Source: an optimization exercise on an open RTL-to-GDS flow (aim: small area, a short achievable clock period and few clock cycles per item). Production flows keep margins and buffers that such runs may drop.
Only simulation tests tie the RTL to the original design; equivalence was not proved.
No activity file was given, so power comes from the tool's default toggle rates.

== red ==
==> module dd_cell_top, before the edit <==
module dd_cell_top (
        input  logic [3:0] s,
        output logic [2:0] m
    );
	assign m[2] = (s[2] & ~s[1] & ~s[0]) | (s[3] & s[0]);
	assign m[1] = (s[1] & (~s[2] | s[0])) | (s[3] & ~s[0]);
	assign m[0] = (~s[3] & ~s[2] & s[0]) | (s[2] & s[1] & ~s[0]) | (s[3] & ~s[0]);
endmodule
==> module dd_cell_3, before the edit <==
module dd_cell_3 (
        input  logic [2:0] s,
        output logic       c,
        output logic [2:0] m
    );
	assign c    = s[2] & (s[1] | s[0]);
	assign m[2] = s[2] & ~s[1] & ~s[0];
	assign m[1] = s[1] & (~s[2] | s[0]);
	assign m[0] = (~s[2] & s[0]) | (s[2] & s[1] & ~s[0]);
endmodule
==> module unsigned_to_bcd, before the edit <==
module unsigned_to_bcd (
        input  logic clk,
        input  logic reset,           
        input  logic trigger,         
        input  logic [31:0] in,       
        output logic idle,            
        output logic [31:0] bcd       
    );
	localparam int K  = 4;                  
	localparam int L  = 4;                  
	localparam int NS = (32 - L) / K;       
	logic [31:0]   acc;
	logic [K-1:0]  chunk;
	logic [2:0]    cnt;             
	logic          idle_q;
	assign idle = idle_q;
	assign bcd  = acc;
	logic go, hold, busy;
	assign go   = trigger & idle_q;
	assign hold = idle_q & ~trigger;
	assign busy = ~idle_q;
	logic [3:0] s  [0:K][0:7];
	logic       cy [0:K-1][0:7];
	logic [2:0] mm [0:K-1][0:7];
	for (genvar d = 0; d < 8; d++) begin : g_in
		assign s[0][d] = acc[4*d +: 4];
	end
	for (genvar j = 0; j < K; j++) begin : g_step
		for (genvar d = 0; d < 8; d++) begin : g_dig
			if (d == 7) begin : g_top
				dd_cell_top u_cell (.s(s[j][d]), .m(mm[j][d]));
				assign cy[j][d] = 1'b0;    
			end else begin : g_cell
				dd_cell u_cell (.s(s[j][d]), .c(cy[j][d]), .m(mm[j][d]));
			end
			if (d == 0) begin : g_lsd
				assign s[j+1][d] = {mm[j][d], chunk[K-1-j]};
			end else begin : g_msd
				assign s[j+1][d] = {mm[j][d], cy[j][d-1]};
			end
		end
	end
	logic [31:0] st;
	for (genvar d = 0; d < 8; d++) begin : g_st
		assign st[4*d +: 4] = s[K][d];
	end
	logic       ld_c;
	logic [2:0] ld_m;
	dd_cell_3 u_load (.s(in[31:29]), .c(ld_c), .m(ld_m));
	logic [7:0] ld;
	assign ld = {3'b000, ld_c, ld_m, in[28]};
	logic [31:0] acc_d;
	for (genvar b = 0; b < 32; b++) begin : g_acc
		logic t;
		acc_bit u_bit (.a(acc[b]), .st(st[b]), .hold(hold), .busy(busy), .d(t));
		if (b < 8) begin : g_ld
			assign acc_d[b] = t | (go & ld[b]);
		end else begin : g_nold
			assign acc_d[b] = t;
		end
	end
	localparam logic [2:0] S_IDLE = 3'b001;
	logic [2:0] st_next;
	logic       last;
	assign st_next = {cnt[1:0], cnt[2] ^ cnt[1]};
	assign last    = (cnt == S_IDLE);
	logic [K-1:0] chunk_sel;
	always_comb begin
		case (cnt)
			3'b001:  chunk_sel = in[27:24];
			3'b010:  chunk_sel = in[23:20];
			3'b101:  chunk_sel = in[19:16];
			3'b011:  chunk_sel = in[15:12];
			3'b111:  chunk_sel = in[11:8];
			3'b110:  chunk_sel = in[7:4];
			default: chunk_sel = in[3:0];
		endcase
	end
	always_ff @(posedge clk) begin
		acc   <= acc_d;
		chunk <= chunk_sel;
		if (reset) begin
			idle_q <= 1'b1;
			cnt    <= S_IDLE;
		end else begin
			if (go)
				idle_q <= 1'b0;
			else if (busy && last)
				idle_q <= 1'b1;
			if (go || (busy && !last))
				cnt <= st_next;
		end
	end
endmodule
clock: 5.0 ns
lec_check: 0
abc_area: 1
cap_margin: 20
core_margin: 2
core_utilization: 40
setup_slack_margin: 2.9
slew_margin: 20
synth_hierarchical: 1
synth_minimum_keep_size: 0
standard.sh (not shown) runs the stock make flow with config.mk's settings and CLKGATE_MAP_FILE= SYNTH_SCRIPT=/design/flow/synth_recipe.tcl, a recipe that flattens the netlist after the stock synthesis.
==> flow/flow/run.sh <==
#!/bin/bash
# Standard ORFS layout, with plain buffers (instead of the default delay
# buffers) on the input and output ports.
export BUFFER_PORTS_ARGS="-buffer_cell sky130_fd_sc_hd__buf_2"
bash standard.sh > standard.log 2>&1
Every stage of the flow completed for red, and the final layout passed the timing, design-rule and antenna checks.
Testbench counts of red, summed over its fixed seeds: cycles 128,008, items 16,000.
#### Input delta (blue over red)
==> flow/design.v <==
module dd_cell (
        input  logic [3:0] s,
        output logic       c,
        output logic [2:0] m
    );
	assign c    = s[3] | (s[2] & (s[1] | s[0]));
	assign m[2] = (s[2] & ~s[1] & ~s[0]) | (s[3] & s[0]);
	assign m[1] = (s[1] & (~s[2] | s[0])) | (s[3] & ~s[0]);
	assign m[0] = (~s[3] & ~s[2] & s[0]) | (s[2] & s[1] & ~s[0]) | (s[3] & ~s[0]);
endmodule
module acc_bit (
        input  logic a,       
        input  logic st,      
        input  logic hold,    
        input  logic busy,    
        output logic d
    );
	assign d = (a & hold) | (st & busy);
endmodule
module unsigned_to_bcd (
        input  logic clk,
        input  logic reset,           
        input  logic trigger,         
        input  logic [31:0] in,       
        output logic idle,            
        output logic [31:0] bcd       
    );
	localparam int K  = 4;                  
	localparam int L  = 4;                  
	localparam int NS = (32 - L) / K;       
	localparam int CW = 3;                  
	logic [31:0]   acc;
	logic [K-1:0]  chunk;
	logic [CW-1:0] cnt;
	logic          idle_q;
	assign idle = idle_q;
	assign bcd  = acc;
	logic go, hold, busy;
	assign go   = trigger & idle_q;
	assign hold = idle_q & ~trigger;
	assign busy = ~idle_q;
	logic [3:0] s  [0:K][0:7];
	logic       cy [0:K-1][0:7];
	logic [2:0] mm [0:K-1][0:7];
	for (genvar d = 0; d < 8; d++) begin : g_in
		assign s[0][d] = acc[4*d +: 4];
	end
	for (genvar j = 0; j < K; j++) begin : g_step
		for (genvar d = 0; d < 8; d++) begin : g_dig
			dd_cell u_cell (.s(s[j][d]), .c(cy[j][d]), .m(mm[j][d]));
			if (d == 0) begin : g_lsd
				assign s[j+1][d] = {mm[j][d], chunk[K-1-j]};
			end else begin : g_msd
				assign s[j+1][d] = {mm[j][d], cy[j][d-1]};
			end
		end
	end
	logic [31:0] st;
	for (genvar d = 0; d < 8; d++) begin : g_st
		assign st[4*d +: 4] = s[K][d];
	end
	logic       ld_c;
	logic [2:0] ld_m;
	dd_cell u_load (.s({1'b0, in[31:29]}), .c(ld_c), .m(ld_m));
	logic [7:0] ld;
	assign ld = {3'b000, ld_c, ld_m, in[28]};
	logic [31:0] acc_d;
	for (genvar b = 0; b < 32; b++) begin : g_acc
		logic t;
		acc_bit u_bit (.a(acc[b]), .st(st[b]), .hold(hold), .busy(busy), .d(t));
		if (b < 8) begin : g_ld
			assign acc_d[b] = t | (go & ld[b]);
		end else begin : g_nold
			assign acc_d[b] = t;
		end
	end
	logic [K-1:0] chunk_sel;
	always_comb begin
		chunk_sel = in[K-1:0];
		for (int j = 0; j < NS; j++)
			if (cnt == CW'(j)) chunk_sel = in[31 - L - K*j -: K];
	end
	always_ff @(posedge clk) begin
		acc   <= acc_d;
		chunk <= chunk_sel;
		if (reset) begin
			idle_q <= 1'b1;
			cnt    <= '0;
		end else begin
			if (go)
				idle_q <= 1'b0;
			else if (busy && cnt == CW'(NS))
				idle_q <= 1'b1;
			if (go || busy)
				cnt <= (cnt == CW'(NS)) ? '0 : cnt + CW'(1);
		end
	end
endmodule
Findings:
- Of the two values seen for critical path launch point, idle_q was produced by blue and acc[24] by red.
- In the flow results for blue and red, the arrival time of the worst setup path is smaller on red.
- Relative to red, clock period minus final worst setup slack has increased by 0.12 ns in blue.
- In blue relative to red, routed wirelength normalized by instance count had gone up by a few percent.
- Going from red to blue, mean cell area of the mapped netlist now sits lower; fraction of area in clock buffers and inverters now sits higher; met3 track demand over resource in global routing now sits lower; total power now sits higher; post-layout net count now sits higher.
- Higher net switching fraction of the power was reported by blue, not red.
- Cmp blue and red / hold slack / higher: blue
- blue completed; timing, DRC and antenna clean
- Going from red to blue, total wire length after detailed routing increased by about 11% relative to the old numbers, multi-input combinational cell count has increased, relative contribution of combinational cells to total power went up 4.5 points, final area now larger.
Testbench counts of blue, summed over its fixed seeds: cycles 128,008, items 16,000.

[port drivers added, routing unchanged]
How much do the figures lean on ideal ports? The routed layouts below were timed once more, with nothing changed but the port constraints. Step 1 sets driving cells, clkbuf_16 on the clock port and buf_2 on the other inputs (assumed; they add their load-dependent delay and slew). Step 2 adds t to the input delays and takes it off the output delays; t is the mean of the earliest and latest rising clock arrival at the registers after step 1. Input paths then give back, and output paths get back, about the clock's delay inside the block. a / b / c = ideal / step 1 / step 2; a / b = the first two.
| run | shift t [ns] | slack for setup (ns) | clock arrival spread, ns |
|---|---|---|---|
| red | 0.314 | 3.089 / 3.061 / 3.018 | 0.004 / 0.004 |
| blue | 0.317 | 2.971 / 2.941 / 3.095 | 0.007 / 0.007 |
After both steps setup and hold are still met in every run listed. For red, which loses most, drivers alone change the setup slack by -0.028 ns; drivers and shift together by -0.071 ns.
